This design comes from an exercise in tuning for small area on the open sky130 flow, not from production work. Function was not checked in any run shown here: the RTL went through the layout flow alone.

==> flow/design.v (outline; a module is shown in full before it is edited, if it fits) <==
// module mulNbit: 859 lines
// module ainv: 5 lines
// module ainvr: 5 lines
// module bxor: 5 lines
// module bxnor: 5 lines
// module btwon: 5 lines
// module bencn: 6 lines
// module bseln: 5 lines
// module fa: 6 lines
module mulNbit(a, b, clk, cin, rst, sum, cout);
  // ...
==> flow/flow/run.sh <==
#!/bin/bash
# The standard layout (standard.sh) with two changes:
#  - after the standard synthesis, every combinational cell is set to the
#    smallest drive strength of its family (flow/downsize.py); the resizer
#    in placement, CTS and routing upsizes what timing needs;
#  - the port buffers are the smallest buffer cell.
set -euo pipefail
ARGS=(BUFFER_PORTS_ARGS="-buffer_cell sky130_fd_sc_hd__buf_1")
R=orfs/results/sky130hd/mulNbit/base
bash standard.sh "${ARGS[@]}" synth > synth.log 2>&1
cp $R/1_2_yosys.v 1_2_yosys.standard.v
python3 flow/downsize.py "$FLOW_HOME/platforms/sky130hd/lib/sky130_fd_sc_hd__tt_025C_1v80.lib" $R/1_2_yosys.v > downsize.log 2>&1
rm -f $R/1_synth.odb $R/1_synth.sdc
bash standard.sh "${ARGS[@]}" finish > standard.log 2>&1
==> flow/flow/downsize.py <==
#!/usr/bin/env python3
"""Set every combinational cell of the synthesized netlist to the smallest
drive strength of its family (same function, same pins); the placement and
routing steps' resizer then upsizes whatever timing needs.
usage: downsize.py LIB NETLIST  (rewrites NETLIST in place)"""
import re
import sys
import collections

lib = open(sys.argv[1]).read()
cells = {}
for m in re.finditer(r'\n\s*cell\s*\(\s*"?(\w+)"?\s*\)\s*\{', lib):
    name = m.group(1)
    start = m.end()
    nxt = lib.find('\n    cell (', start)
    body = lib[start:nxt if nxt > 0 else len(lib)]
    am = re.search(r'area\s*:\s*([\d.]+)', body)
    pins = tuple(sorted(re.findall(r'pin\s*\(\s*"?(\w+)"?\s*\)', body)))
    ff = 'ff (' in body or 'ff(' in body or 'latch' in body
    cells[name] = (float(am.group(1)) if am else 0.0, pins, ff)
fam = collections.defaultdict(list)
for name, (area, pins, ff) in cells.items():
    m = re.match(r'(sky130_fd_sc_hd__\w+?)_(\d+)$', name)
    if m:
        fam[(m.group(1), pins)].append((area, int(m.group(2)), name))
best = {}
for (base, pins), lst in fam.items():
    lst.sort()
    for area, n, name in lst:
        best[name] = lst[0][2]
net = open(sys.argv[2]).read()
count = collections.Counter()


def rep(m):
    name = m.group(1)
    if name not in cells or cells[name][2]:
        return m.group(0)
    if name.startswith(('sky130_fd_sc_hd__clkbuf', 'sky130_fd_sc_hd__conb')):
        return m.group(0)
    b = best.get(name, name)
    if cells[b][0] >= cells[name][0]:
        b = name
    if b != name:
        count[(name, b)] += 1
    return m.group(0).replace(name, b, 1)


net = re.sub(r'^\s*(sky130_fd_sc_hd__\w+)\s', rep, net, flags=re.M)
open(sys.argv[2], 'w').write(net)
for (a, b), n in sorted(count.items()):
    print('%4d %s -> %s' % (n, a, b))
==> flow/standard.sh <==
#!/bin/bash
# synth_recipe.tcl (not shown) runs the flow's synth.tcl, then flattens the netlist and writes it again
# the make line also repeats each setting of config.mk as NAME=value (left out here)
make -C /OpenROAD-flow-scripts/flow DESIGN_CONFIG=/design/flow/config.mk WORK_HOME=/design/flow/orfs CLKGATE_MAP_FILE= SYNTH_SCRIPT=/design/flow/synth_recipe.tcl "${@:-finish}"
==> flow/config.mk <==
export PLATFORM = sky130hd
export DESIGN_NAME = mulNbit
export DESIGN_NICKNAME = mulNbit
export VERILOG_FILES = /design/flow/design.v
export SDC_FILE = /design/flow/constraint.sdc
export NUM_CORES = 4
export LEC_CHECK = 0
export CAP_MARGIN = 10
export CORE_MARGIN = 2
export CORE_UTILIZATION = 60
export CTS_BUF_LIST = sky130_fd_sc_hd__clkbuf_4 sky130_fd_sc_hd__clkbuf_8
export GPL_TIMING_DRIVEN = 0
export PLACE_DENSITY = 0.75
export SETUP_SLACK_MARGIN = 0.05
export SLEW_MARGIN = 10
export SYNTH_HIERARCHICAL = 1
export SYNTH_MINIMUM_KEEP_SIZE = 0
==> flow/constraint.sdc <==
create_clock -name core_clock -period 8.5 [get_ports {clk}]
set_input_delay 1.7000 -clock core_clock [delete_from_list [all_inputs] [get_ports {clk}]]
set_output_delay 1.7000 -clock core_clock [all_outputs]
set_load 0.01 [all_outputs]
==> impl_metrics.toml, run 1 <==
[global_route]
grt_pass1_wl_mm = 55.7
grt_overflow = 0
met2_usage = 0.584

[final_layout]
multi_input_area_um2 = 10500
final_nets = 1499
buf_share = 0.0452

[placed_design]
hpwlAfterDp_mm = 23.5
port_buffers = 98

[floorplan]
core_um2 = 18100

[outcome]
status = "no timing/DRC/antenna violations"

[synth]
avgSynthCellArea_um2 = 10.6

[sta]
fin_crit_ns = 8.27
hold_ws_ns = 2.16

[clock_tree]
cts_hold_buf = 0
post_cts_resized = 17
cts_root_buf = "clkbuf_8"

[setup_path]
critPathMaxFanout = 27
cp.arrival_ns = 8.50
cp-endpoint = "sum[31]$_DFF_P_"
worst-path-buf-inv = 1
cp-startpoint = "b[9]"
crit_family = "adder cells"

[hold_path]
worstHoldPathType = "input port to flop"

[route]
wl_per_cell_um = 25.4
==> inputs of run 2 (changes only) <==
--- a/flow/design.v
+++ b/flow/design.v
@@ -54,73 +54,73 @@
   ainvr u_ai29 (.x(a[29]), .r(rst), .y(an46));
   ainvr u_ai30 (.x(a[30]), .r(rst), .y(an47));
   ainvr u_ai31 (.x(a[31]), .r(rst), .y(an48));
   assign onen49 = ~b[0];
   assign twon50 = b[0] | ~b[1];
   bxor u_encx1 (.a(b[2]), .b(b[1]), .y(one54));
   ainv u_encxi1 (.x(one54), .y(onen51));
   bxor u_enct1 (.a(b[3]), .b(b[2]), .y(t53));
-  btwon u_enctw1 (.one(one54), .t(t53), .twon(twon52));
+  assign twon52 = ~(t53 & onen51);
   bxor u_encx2 (.a(b[4]), .b(b[3]), .y(one58));
   ainv u_encxi2 (.x(one58), .y(onen55));
   bxor u_enct2 (.a(b[5]), .b(b[4]), .y(t57));
-  btwon u_enctw2 (.one(one58), .t(t57), .twon(twon56));
+  assign twon56 = ~(t57 & onen55);
   bxor u_encx3 (.a(b[6]), .b(b[5]), .y(one62));
   ainv u_encxi3 (.x(one62), .y(onen59));
   bxor u_enct3 (.a(b[7]), .b(b[6]), .y(t61));
-  btwon u_enctw3 (.one(one62), .t(t61), .twon(twon60));
+  assign twon60 = ~(t61 & onen59);
   bxor u_encx4 (.a(b[8]), .b(b[7]), .y(one66));
   ainv u_encxi4 (.x(one66), .y(onen63));
   bxor u_enct4 (.a(b[9]), .b(b[8]), .y(t65));
-  btwon u_enctw4 (.one(one66), .t(t65), .twon(twon64));
+  assign twon64 = ~(t65 & onen63);
   bxor u_encx5 (.a(b[10]), .b(b[9]), .y(one70));
   ainv u_encxi5 (.x(one70), .y(onen67));
   bxor u_enct5 (.a(b[11]), .b(b[10]), .y(t69));
-  btwon u_enctw5 (.one(one70), .t(t69), .twon(twon68));
+  assign twon68 = ~(t69 & onen67);
   bxor u_encx6 (.a(b[12]), .b(b[11]), .y(one74));
   ainv u_encxi6 (.x(one74), .y(onen71));
   bxor u_enct6 (.a(b[13]), .b(b[12]), .y(t73));
-  btwon u_enctw6 (.one(one74), .t(t73), .twon(twon72));
+  assign twon72 = ~(t73 & onen71);
   bxor u_encx7 (.a(b[14]), .b(b[13]), .y(one78));
   ainv u_encxi7 (.x(one78), .y(onen75));
   bxor u_enct7 (.a(b[15]), .b(b[14]), .y(t77));
-  btwon u_enctw7 (.one(one78), .t(t77), .twon(twon76));
+  assign twon76 = ~(t77 & onen75);
   bxor u_encx8 (.a(b[16]), .b(b[15]), .y(one82));
   ainv u_encxi8 (.x(one82), .y(onen79));
   bxor u_enct8 (.a(b[17]), .b(b[16]), .y(t81));
-  btwon u_enctw8 (.one(one82), .t(t81), .twon(twon80));
+  assign twon80 = ~(t81 & onen79);
   bxor u_encx9 (.a(b[18]), .b(b[17]), .y(one86));
   ainv u_encxi9 (.x(one86), .y(onen83));
   bxor u_enct9 (.a(b[19]), .b(b[18]), .y(t85));
-  btwon u_enctw9 (.one(one86), .t(t85), .twon(twon84));
+  assign twon84 = ~(t85 & onen83);
   bxor u_encx10 (.a(b[20]), .b(b[19]), .y(one90));
   ainv u_encxi10 (.x(one90), .y(onen87));
   bxor u_enct10 (.a(b[21]), .b(b[20]), .y(t89));
-  btwon u_enctw10 (.one(one90), .t(t89), .twon(twon88));
+  assign twon88 = ~(t89 & onen87);
   bxor u_encx11 (.a(b[22]), .b(b[21]), .y(one94));
   ainv u_encxi11 (.x(one94), .y(onen91));
   bxor u_enct11 (.a(b[23]), .b(b[22]), .y(t93));
-  btwon u_enctw11 (.one(one94), .t(t93), .twon(twon92));
+  assign twon92 = ~(t93 & onen91);
   bxor u_encx12 (.a(b[24]), .b(b[23]), .y(one98));
   ainv u_encxi12 (.x(one98), .y(onen95));
   bxor u_enct12 (.a(b[25]), .b(b[24]), .y(t97));
-  btwon u_enctw12 (.one(one98), .t(t97), .twon(twon96));
+  assign twon96 = ~(t97 & onen95);
   bxor u_encx13 (.a(b[26]), .b(b[25]), .y(one102));
   ainv u_encxi13 (.x(one102), .y(onen99));
   bxor u_enct13 (.a(b[27]), .b(b[26]), .y(t101));
-  btwon u_enctw13 (.one(one102), .t(t101), .twon(twon100));
+  assign twon100 = ~(t101 & onen99);
   bxor u_encx14 (.a(b[28]), .b(b[27]), .y(one106));
   ainv u_encxi14 (.x(one106), .y(onen103));
   bxor u_enct14 (.a(b[29]), .b(b[28]), .y(t105));
-  btwon u_enctw14 (.one(one106), .t(t105), .twon(twon104));
+  assign twon104 = ~(t105 & onen103);
   bxor u_encx15 (.a(b[30]), .b(b[29]), .y(one110));
   ainv u_encxi15 (.x(one110), .y(onen107));
   bxor u_enct15 (.a(b[31]), .b(b[30]), .y(t109));
-  btwon u_enctw15 (.one(one110), .t(t109), .twon(twon108));
+  assign twon108 = ~(t109 & onen107);
   assign pp111 = ~(onen49 | an17);
   assign pc112 = neg1 & ~pp111;
   bseln u_sel0_1 (.onen(onen49), .twon(twon50), .neg(neg1), .xn1(an18), .xn0(an17), .p(pp113));
   bseln u_sel0_2 (.onen(onen49), .twon(twon50), .neg(neg1), .xn1(an19), .xn0(an18), .p(pp114));
   bseln u_sel0_3 (.onen(onen49), .twon(twon50), .neg(neg1), .xn1(an20), .xn0(an19), .p(pp115));
   bseln u_sel0_4 (.onen(onen49), .twon(twon50), .neg(neg1), .xn1(an21), .xn0(an20), .p(pp116));
   bseln u_sel0_5 (.onen(onen49), .twon(twon50), .neg(neg1), .xn1(an22), .xn0(an21), .p(pp117));
   bseln u_sel0_6 (.onen(onen49), .twon(twon50), .neg(neg1), .xn1(an23), .xn0(an22), .p(pp118));
@@ -872,21 +872,16 @@
 	output y;
 	assign y = a ^ b;
 endmodule
 module bxnor(a, b, y);
 	input a, b;
 	output y;
 	assign y = ~(a ^ b);
 endmodule
-module btwon(one, t, twon);
-	input one, t;
-	output twon;
-	assign twon = one | ~t;
-endmodule
 module bencn(b1, b0, bm, onen, twon);
 	input b1, b0, bm;
 	output onen, twon;
 	assign onen = ~(b0 ^ bm);
 	assign twon = ~(b1 ^ b0) | (b0 ^ bm);
 endmodule
 module bseln(onen, twon, neg, xn1, xn0, p);
 	input onen, twon, neg, xn1, xn0;
==> flow/config.mk (replaced) <==
export PLATFORM = sky130hd
export DESIGN_NAME = mulNbit
export DESIGN_NICKNAME = mulNbit
export VERILOG_FILES = /design/flow/design.v
export SDC_FILE = /design/flow/constraint.sdc
export NUM_CORES = 4
export LEC_CHECK = 0
export CAP_MARGIN = 10
export CORE_MARGIN = 2
export CORE_UTILIZATION = 60
export CTS_BUF_LIST = sky130_fd_sc_hd__clkbuf_4 sky130_fd_sc_hd__clkbuf_8
export GPL_TIMING_DRIVEN = 0
export SLEW_MARGIN = 10
export SYNTH_HIERARCHICAL = 1
export SYNTH_MINIMUM_KEEP_SIZE = 0
==> run 2 against run 1 <==
Net effect:
- still clean on timing, DRC and antenna
- final cell count grew 0.57%
- sequential share of layout area shrank 0.055 points
- clock-buffer cell count grew 2
- routed wire length grew 2.4%
- hold slack lost 0.037 ns
- synthesized cell count is essentially flat
- via count shrank 1.4%
- maximum frequency shrank 0.62%
- critical endpoint is now sum[27]$_DFF_P_
==> impl_metrics.toml, run 2 <==
[job]
cap_viol_max_count = 0

[global_route]
grt_use_total = 0.379
antenna_found_initial = 0
grt_pass1_wl_mm = 57.4
grt_pass1_vias = 10144
grt_max_degree = 34
grt_overflow = 0

[floorplan]
core_um2 = 18000
die_w_um = 140
die_area_um2 = 19600
dieHeight_um = 140
io_pins = 100
placementRows = 49
initial_core_util = 0.615

[final_layout]
largest_reg_flops = 32
final_common_cell = "xor2_1"
final_util = 0.687
finalInstanceArea_um2 = 12400
mostFrequentLayoutCells = "xor2_1, o22ai_1, fa_1"
layout.cells.non_filler = 1413
final_nets = 1506
layout-drive-gt1-share = 0.0693
synthToLayoutAreaGrowth_pct = 11.6
num_antenna_cells = 0

[placed_design]
dpl_cell_area_um2 = 11900
hpwlAfterDp_mm = 24.0
port_buffers = 98
place_congestion = 0.915
dp_cells = 1387

[setup_path]
critPathMaxFanout = 17
worstPathRequired_ns = 8.71
slowest_delay_ns = 0.67
endpoint_kind = "flop"
worstPathCellList = "buf_4 -> buf_16 -> xor2_2 -> clkinvlp_4 -> buf_4 -> o22ai_1 -> xor2_1 -> fa_1 -> fa_1 -> fa_1 -> fa_1 -> fa_1 -> fa_1 -> ha_1 -> a21o_1 -> o311ai_1 -> a21oi_1 -> or2_2 -> fa_1 -> xor2_1"
cp.arrival_ns = 8.53
crit_type = "input port to flop"
cp_common_cell = "fa_1"
start_kind = "input port"
crit_path_top_delay_cell = "o311ai_1"

[outcome]
status = "no timing/DRC/antenna violations"

[sta]
setup_viol = 0
report.final.slew_viol_count = 0
setup_tns_ns = 0
fin_crit_ns = 8.32
hold_ws_ns = 2.13
relSlewSlack = 0.280
worst_pin_slew_ns = 1.08
fin_crit_sh = 0.979
rsz0062_at_grt = "false"
hold_violations = 0
fmax_ghz = 0.120

[route]
vias_per_cell = 6.83
wl_per_cell_um = 25.8
ant_nets = 0
routed_wirelength_mm = 36.5
drt_iter0_markers = 1173
vias = 9645
drcViolationCount = 0
first_pass_iters = 6

[clock_tree]
cts.clk_slew.worst_paths_ns = 0.08
htreeDepth = 2
clock-sinks = 33
cts_max_path_buffers = 2
cts_root_buf = "clkbuf_8"
cts_tree = "yes"
cts_buffers = 5

[hold_path]
worstHoldPathType = "input port to flop"
whs_path_depth = 4
min_to = "sum[5]$_DFF_P_"
hp-start = "b[5]"

[synth]
syn_area_um2 = 11100
netlist_instances = 1055
avgSynthCellArea_um2 = 10.5
syn-num-nets = 1378
yosysWarnings = 7
-- run 2: worst max path at each step --
stage / start / endpoint / slack [ns]
2_1_floorplan: b[1] / sum[31]$_DFF_P_ / 0.50
3_3_place_gp: b[1] / sum[27]$_DFF_P_ / -3.14
3_5_place_dp: b[1] / sum[27]$_DFF_P_ / -1.97
4_1_cts: b[11] / sum[31]$_DFF_P_ / 0.0004
5_1_grt: b[5] / sum[31]$_DFF_P_ / 0.004
6_report: b[3] / sum[27]$_DFF_P_ / 0.18
-- run 2: what timing repair did --
action | 4_1_cts | 5_1_grt
hold buffers | 0 | 0
endpoints found under the setup margin | 17 | 7
buffers inserted | 8 | 2
gates resized for setup | 36 | 27
cloned | 5 | 2
-- run 2: metrics by stage --
step,setup WS (ns)
3_3_place_gp,-3.14
6_report,0.177
2_1_floorplan,0.495
5_1_grt,0.00405
4_1_cts,0.000415
3_5_place_dp,-1.97
-- run 2: layer usage --
metal	global-route usage	share of wire
met5	0	0
met4	0.135	0.041
met3	0.0906	0.11
met2	0.593	0.46
met1	0.523	0.39
-- run 2: cell type report --
class | count | area (um^2)
clock inverter | 1 | 30.0
sequential | 33 | 661
multi-input combinational | 990 | 10500
buffer | 2 | 8.76
fill | 1471 | 5650
inverter | 30 | 150
timing repair inverter | 7 | 42.5
timing repair buffer | 114 | 602
clock buffer | 7 | 90.1
tap | 229 | 287
-- run 2: critical path, delay by kind of cell --
family	cells	cell delay (ns)
adder cells (fa/ha/maj)	8	3.47
XOR/XNOR	3	0.72
buffers and inverters	4	1.02
AO/OA/AOI/OAI	4	1.27
AND/OR/NAND/NOR	1	0.34

re-timing with driven ports:
How much do the figures lean on ideal ports? The routed layouts below were timed once more, with nothing changed but the port constraints.
Step 1 (the two cells are an assumption about what drives the block):
set clk [get_ports {clk}]
set_driving_cell -lib_cell sky130_fd_sc_hd__clkbuf_16 $clk
set_driving_cell -lib_cell sky130_fd_sc_hd__buf_2 [delete_from_list [all_inputs] $clk]
Step 2 also shifts input and output timing later by t, the mid clock arrival at the registers, as if the neighbouring blocks saw the same clock.
Slacks: no drivers / after step 1 / after step 2; pairs: no drivers / after step 1.
| run | t (ns) | slack for setup (ns) | worst hold slack (ns) | worst setup path at the end |
|---|---|---|---|---|
| run 1 | 0.367 | 0.228 / 0.245 / -0.122 | 2.164 / 2.145 / 2.111 | input to register |
| run 2 | 0.378 | 0.177 / 0.195 / -0.183 | 2.127 / 2.104 / 2.094 | input to register |
Met with ideal ports but missed after step 2: setup timing in run 1 and run 2. The setup slack of run 2, which loses most, moves by +0.018 ns with the drivers and by -0.360 ns with both steps.
